This design comes from an exercise in tuning for a short achievable clock period and few clock cycles on the open sky130 flow, not from production work. In this exercise RTL edits were held to simulation tests only and were not proved equivalent to the original. No activity file was given, so power comes from the tool's default toggle rates.

## umber
==> flow/design.v <==
`timescale 1ns / 1ps
module Risc_16_bit(
 input clk,
 input rst,
 output [15:0] imem_addr,
 input  [15:0] imem_data,
 output reg        dmem_we,
 output reg [2:0]  dmem_addr,
 output reg [15:0] dmem_wdata
);
 integer i;
 reg [7:0]  pc;
 reg [15:0] rf  [0:7];
 reg [15:0] mem [0:7];
 reg [15:0] e_a, e_b;          
 reg [15:0] e_as;              
 reg [15:0] e_bs;              
 reg [15:0] e_nb;              
 reg        e_ci;              
 reg [2:0]  e_al;              
 reg [15:0] e_bw;              
 reg [2:0]  e_tw [0:7];        
 reg [2:0]  e_dst;             
 reg        e_we;              
 reg        e_add, e_sub, e_not, e_sll, e_srl, e_and, e_or, e_slt, e_lw;
 reg        e_sw, e_beq, e_bne, e_pred;
 reg [2:0]  e_imm;             
 reg [7:0]  e_alt;             
 reg [15:0] w_res;
 reg [2:0]  w_dst;
 reg        w_we;
 assign imem_addr = {7'd0, pc, 1'b0};
 wire [15:0] ins = imem_data;
 wire [3:0]  op  = ins[15:12];
 wire [2:0]  rs  = ins[11:9];
 wire [2:0]  rt  = ins[8:6];
 wire f_j   = (op == 4'b1101);
 wire f_beq = (op == 4'b1011);
 wire f_bne = (op == 4'b1100);
 wire f_lw  = (op == 4'b0000);
 wire f_sw  = (op == 4'b0001);
 wire f_rtype = !(f_j | f_beq | f_bne | f_lw | f_sw);
 wire f_pred = f_bne | (f_beq & ins[5]);
 wire f_sll = (op == 4'b0101);
 wire f_srl = (op == 4'b0110);
 wire f_sub = (op == 4'b0011);
 wire f_slt = (op == 4'b1001);
 wire [7:0] pc1   = pc + 8'd1;
 wire [5:0] t_lo;
 wire       t_c;
 ks_add #(6) tadd (.x(pc1[5:0]), .y(ins[5:0]), .ci(1'b0), .s(t_lo), .co(t_c));
 wire [1:0] h0 = pc1[7:6];
 wire [1:0] hp = pc1[7:6] + 2'd1;
 wire [1:0] hm = pc1[7:6] - 2'd1;
 wire [1:0] t_hi = ins[5] ? (t_c ? h0 : hm) : (t_c ? hp : h0);
 wire [7:0] f_tgt = {t_hi, t_lo};
 wire eq = (e_a == e_b);
 wire e_taken = (e_beq & eq) | (e_bne & ~eq);
 wire e_mis = (e_beq | e_bne) & (e_taken != e_pred);
 wire s_j   = ~e_mis & f_j;
 wire s_tgt = ~e_mis & ~f_j & f_pred;
 wire s_seq = ~e_mis & ~f_j & ~f_pred;
 wire [7:0] pc_next = ({8{e_mis}} & e_alt) | ({8{s_j}} & ins[7:0]) |
                      ({8{s_tgt}} & f_tgt) | ({8{s_seq}} & pc1);
 wire [15:0] res;
 wire fe_a = e_we & (e_dst == rs);
 wire fe_b = e_we & (e_dst == rt);
 wire fw_a = w_we & (w_dst == rs);
 wire fw_b = w_we & (w_dst == rt);
 wire [15:0] f_a = fe_a ? res : fw_a ? w_res : rf[rs];
 wire [15:0] f_b = fe_b ? res : fw_b ? w_res : rf[rt];
 wire [2:0]  ma = e_al + e_imm;
 reg  [7:0]  msel;
 always @(*)
  for (i = 0; i < 8; i = i + 1)
   msel[i] = (e_al == e_tw[i]);
 always @(posedge clk) begin
  if (rst) begin
   pc <= 8'd0;
   e_we <= 1'b0;
   {e_add, e_sub, e_not, e_sll, e_srl, e_and, e_or, e_slt, e_lw} <= 9'd0;
   {e_sw, e_beq, e_bne} <= 3'd0;
   w_we <= 1'b0;
  end else begin
   pc <= pc_next;
   w_we <= e_we;
   if (e_mis) begin
    e_we <= 1'b0;
    {e_add, e_sub, e_not, e_sll, e_srl, e_and, e_or, e_slt, e_lw} <= 9'd0;
    {e_sw, e_beq, e_bne} <= 3'd0;
   end else begin
    e_we  <= f_lw | f_rtype;
    e_add <= (op == 4'b0010) | (op == 4'b1010) | (op == 4'b1110) | (op == 4'b1111);
    e_sub <= f_sub;
    e_not <= (op == 4'b0100);
    e_sll <= f_sll;
    e_srl <= f_srl;
    e_and <= (op == 4'b0111);
    e_or  <= (op == 4'b1000);
    e_slt <= f_slt;
    e_lw  <= f_lw;
    e_sw  <= f_sw;
    e_beq <= f_beq;
    e_bne <= f_bne;
   end
  end
 end
 always @(posedge clk) begin
  dmem_addr  <= ma;
  dmem_wdata <= e_bw;
  e_a <= f_a;
  e_b <= f_b;
  e_as <= (f_sll | f_srl) ? f_a : 16'd0;
  e_bs <= (f_sll | f_srl) ? f_b : 16'd0;
  e_nb <= (f_sub | f_slt) ? ~f_b : 16'd0;
  e_ci <= f_sub | f_slt;
  e_al <= (f_lw | f_sw) ? f_a[2:0] : 3'd0;
  e_bw <= f_sw ? f_b : 16'd0;
  for (i = 0; i < 8; i = i + 1)
   e_tw[i] <= i[2:0] - ins[2:0];
  e_imm <= ins[2:0];
  e_alt <= f_pred ? pc1 : f_tgt;
  e_pred <= f_pred;
  e_dst <= f_lw ? rt : ins[5:3];
  w_res <= res;
  w_dst <= e_dst;
 end
 wire [15:0] a = e_a;
 wire [15:0] b = e_b;
 wire [15:0] sum, dif;
 wire        sco, dco;
 ks_add #(16) add_u (.x(a), .y(b),  .ci(1'b0), .s(sum), .co(sco));
 ks_add #(16) sub_u (.x(a), .y(e_nb), .ci(e_ci), .s(dif), .co(dco));
 wire        lt   = ~dco;             
 wire        big  = |e_bs[15:4];
 wire [15:0] sh1  = {16{~big}} & (16'd1 << e_bs[3:0]);
 reg  [15:0] shl, shr;
 integer k, j;
 always @(*) begin
  for (j = 0; j < 16; j = j + 1) begin
   shl[j] = 1'b0;
   shr[j] = 1'b0;
   for (k = 0; k < 16; k = k + 1) begin
    if (k <= j)     shl[j] = shl[j] | (sh1[k] & e_as[j-k]);
    if (j + k < 16) shr[j] = shr[j] | (sh1[k] & e_as[j+k]);
   end
  end
 end
 reg  [15:0] ld;
 always @(*) begin
  ld = 16'd0;
  for (i = 0; i < 8; i = i + 1)
   ld = ld | ({16{msel[i]}} & mem[i]);
 end
 assign res =
   ({16{e_add}} & sum) |
   ({16{e_sub}} & dif) |
   ({16{e_not}} & ~a) |
   ({16{e_sll}} & shl) |
   ({16{e_srl}} & shr) |
   ({16{e_and}} & (a & b)) |
   ({16{e_or}}  & (a | b)) |
   ({16{e_slt}} & {15'd0, lt}) |
   ({16{e_lw}}  & ld);
 always @(posedge clk) begin
  if (rst) begin
   for (i = 0; i < 8; i = i + 1) begin
    rf[i]  <= 16'd0;
    mem[i] <= 16'd0;
   end
   dmem_we <= 1'b0;
  end else begin
   dmem_we <= e_sw;
   if (w_we) rf[w_dst] <= w_res;
   for (i = 0; i < 8; i = i + 1)
    if (e_sw & msel[i]) mem[i] <= e_bw;
  end
 end
endmodule
`timescale 1ns / 1ps
module ks_add #(parameter W = 16) (
 input  [W-1:0] x,
 input  [W-1:0] y,
 input          ci,
 output [W-1:0] s,
 output         co
);
 localparam N = W + 1;
 localparam L = (N <= 2) ? 1 : (N <= 4) ? 2 : (N <= 8) ? 3 : (N <= 16) ? 4 : (N <= 32) ? 5 : 6;
 wire [N-1:0] g [0:L];
 wire [N-1:0] p [0:L];
 assign g[0] = {x & y, ci};
 assign p[0] = {x ^ y, 1'b0};
 genvar l, i;
 generate
  for (l = 0; l < L; l = l + 1) begin : lv
   for (i = 0; i < N; i = i + 1) begin : bt
    if (i >= (1 << l)) begin : m
     assign g[l+1][i] = g[l][i] | (p[l][i] & g[l][i-(1<<l)]);
     assign p[l+1][i] = p[l][i] & p[l][i-(1<<l)];
    end else begin : c
     assign g[l+1][i] = g[l][i];
     assign p[l+1][i] = p[l][i];
    end
   end
  end
 endgenerate
 assign s  = p[0][N-1:1] ^ g[L][N-2:0];
 assign co = g[L][N-1];
endmodule
Settings: LEC_CHECK=0, ABC_CLOCK_PERIOD_IN_PS=2000, CAP_MARGIN=20, CORE_MARGIN=2, CORE_UTILIZATION=60, PLACE_DENSITY=0.75, SETUP_SLACK_MARGIN=4.0, SLEW_MARGIN=20; clock period 6.4 ns.
standard.sh (not shown) runs the stock make flow with config.mk's settings and CLKGATE_MAP_FILE= SYNTH_SCRIPT=/design/flow/synth_recipe.tcl, a recipe that flattens the netlist after the stock synthesis.
==> flow/flow/run.sh <==
#!/bin/bash
# The standard layout, with one synthesis change: no full/half adder cells
# (ADDER_MAP_FILE empty), so that ABC maps the adders as plain logic.
set -euo pipefail
bash standard.sh ADDER_MAP_FILE= finish > standard.log 2>&1
umber | status: complete | timing, DRC, antenna: pass
Testbench counts of umber, summed over its fixed seeds: cycles 25,148.
Here is what was changed in the inputs of xenon compared with umber.
Settings: CORE_UTILIZATION now 40, was 60; PLACE_DENSITY no longer set, was 0.75.
### Flow results
- Between xenon and umber, it is xenon whose met2 layer usage reported by global route is lower, by 23 points.
- Synthesis-to-layout area growth: xenon vs umber down 0.84 points
- The standard cells in xenon occupy less silicon area than those in umber do.
- Looking at capture point of the worst path, the e_bw[5] result is from xenon; the e_bs[5] one comes from umber.

## exp/zinc
Another version of the RTL of Risc_16_bit (not shown whole).
Size in the first run: roughly 2700 cells after synthesis, about 470 flip-flops, about 54 I/O pins, ~25000 um2 of cells after synthesis.
clock: 6.4 ns
lec_check: 0
abc_clock_period_in_ps: 2000
cap_margin: 20
core_margin: 2
core_utilization: 40
setup_slack_margin: 3.7
slew_margin: 20
Scripts as last shown in full above: flow/flow/run.sh
exp/zinc did not stop at any stage, and its layout met the timing, DRC and antenna checks.
Testbench counts of exp/zinc, summed over its fixed seeds: cycles 24,801.
Input changes introduced in exp/willow (baseline for comparison: exp/zinc):
- swapping 3.7 for 4.0 in SETUP_SLACK_MARGIN
--- outcome ---
According to the power report, total power for exp/willow is higher than for exp/zinc. On exp/willow: met2 usage in global routing is 3.3 points higher than what exp/zinc gave. Compared with exp/zinc, exp/willow shows a higher share of the cycle needed by the critical path after routing. exp/willow reports its highest routed metal layer as met4 while exp/zinc reports met5. Minimum hold slack for exp/willow is higher than for exp/zinc.

Another version of the RTL of Risc_16_bit (not shown whole).
Size: roughly 54 I/O pins, ~24000 µm² of cells after synthesis.
export LEC_CHECK = 0
export ABC_CLOCK_PERIOD_IN_PS = 2000
export CAP_MARGIN = 20
export CORE_MARGIN = 2
export CORE_UTILIZATION = 40
export SETUP_SLACK_MARGIN = 3.5
export SLEW_MARGIN = 20
create_clock -name core_clock -period 6.4 [get_ports {clk}]
Scripts as last shown in full above: flow/flow/run.sh
The baseline produced a clean layout.
Testbench counts at the start, summed over its fixed seeds: cycles 24,801.
Edit:
--- a/flow/config.mk
+++ b/flow/config.mk
@@ -12 +12 @@
-export SETUP_SLACK_MARGIN = 3.5
+export SETUP_SLACK_MARGIN = 4.0
Total power is higher by 4.6%.
Wire length rises by 11%.
Synthesized cell count is unchanged.
Edit:
--- a/flow/config.mk
+++ b/flow/config.mk
@@ -12 +12 @@
-export SETUP_SLACK_MARGIN = 4.0
+export SETUP_SLACK_MARGIN = 3.7
Effect:
- core utilization goes down by 2.9 points
- hold slack gains 0.027 ns
- final cell count goes down by about 2.4%
- routed wire length goes down by about 6%

== build 11 ==
Another version of the RTL of Risc_16_bit (not shown whole).
For scale: ~3000 cells after synthesis, ~54 I/O pins, ~30000 um2 of cells after synthesis.
Settings: LEC_CHECK=0, ABC_CLOCK_PERIOD_IN_PS=2000, CAP_MARGIN=20, CORE_MARGIN=2, CORE_UTILIZATION=40, SETUP_SLACK_MARGIN=4.0, SLEW_MARGIN=20; clock period 6.4 ns.
Scripts as last shown in full above: flow/flow/run.sh
Testbench counts of build 11, summed over its fixed seeds: cycles 24,993.
The inputs of build 45 differ from those of build 11 as listed below.
Settings: CORE_UTILIZATION now 30, was 40.
Results
Compare build 45 and build 11 | net switching power of the design lower: build 45
Share of the core filled with cells (lower): build 45
Of build 45 and build 11, the higher worst hold slack after final layout belongs to build 11.
Final instance area: build 45 vs build 11 — no meaningful difference
Combined flip-flop and latch cell area: build 45 vs build 11, no meaningful difference
Lower combinational group share of total power was reported by build 11, not build 45.
Summary — global-route usage, build 45 relative to build 11: lower, by 7.3 points.
~same netlist area before placement in build 45 and build 11
Changes in build 76 relative to build 45:
Settings: a change of SETUP_SLACK_MARGIN from 4.0 to 3.7; a change of CORE_UTILIZATION from 30 to 40.
==> comparison <==
The final layout from build 76, which completed every stage, passed the timing, DRC and antenna checks at the end of the flow.
Run comparison: build 45 uppermost layer routed met5; build 76 uppermost layer routed met4
Build 76: non-clock buffer count is 92 lower than what build 45 reported.
NOTE: met1 usage in build 76 exceeds that of build 45
What build 45 reported for die footprint has to be multiplied by 0.75 to get the figure for build 76.

## separate check: timing with driven ports
How much do the figures lean on ideal ports? The routed layouts below were timed once more, with nothing changed but the port constraints. Step 1 (the two cells are an assumption about what drives the block):
set clk [get_ports {clk}]
set_driving_cell -lib_cell sky130_fd_sc_hd__clkbuf_16 $clk
set_driving_cell -lib_cell sky130_fd_sc_hd__buf_2 [delete_from_list [all_inputs] $clk]
Step 2 times the ports against the registers' clock, not the clock port: input delays grow and output delays shrink by t, the midpoint of the rising clock arrivals with the driver on. Slacks: no drivers / after step 1 / after step 2; pairs: no drivers / after step 1.
run | shift t [ns] | slack for setup (ns) | latest minus earliest clock arrival (ns) | worst register clock-pin slew, ns
umber | 0.637 | 3.324 / 3.324 / 2.828 | 0.033 / 0.033 | 0.07 / 0.07
xenon | 0.631 | 3.493 / 3.493 / 2.984 | 0.023 / 0.024 | 0.07 / 0.07
exp/zinc | 0.661 | 3.455 / 3.395 / 3.090 | 0.043 / 0.042 | 0.07 / 0.07
exp/willow | 0.663 | 3.400 / 3.360 / 3.142 | 0.043 / 0.043 | 0.08 / 0.08
the first run of note 3 | 0.676 | 3.339 / 3.280 / 2.879 | 0.044 / 0.044 | 0.07 / 0.07
the second run of note 3 | 0.667 | 3.471 / 3.407 / 3.008 | 0.036 / 0.035 | 0.07 / 0.07
the third run of note 3 | 0.653 | 3.512 / 3.453 / 3.074 | 0.062 / 0.062 | 0.07 / 0.07
build 11 | 0.668 | 3.467 / 3.407 / 3.051 | 0.028 / 0.028 | 0.06 / 0.06
build 45 | 0.714 | 3.412 / 3.347 / 3.022 | 0.041 / 0.041 | 0.07 / 0.07
build 76 | 0.673 | 3.423 / 3.356 / 3.029 | 0.023 / 0.023 | 0.06 / 0.06
After both steps setup and hold are still met in every run listed. The setup slack of xenon, which loses most, moves by 0.000 ns with the drivers and by -0.509 ns with both steps.
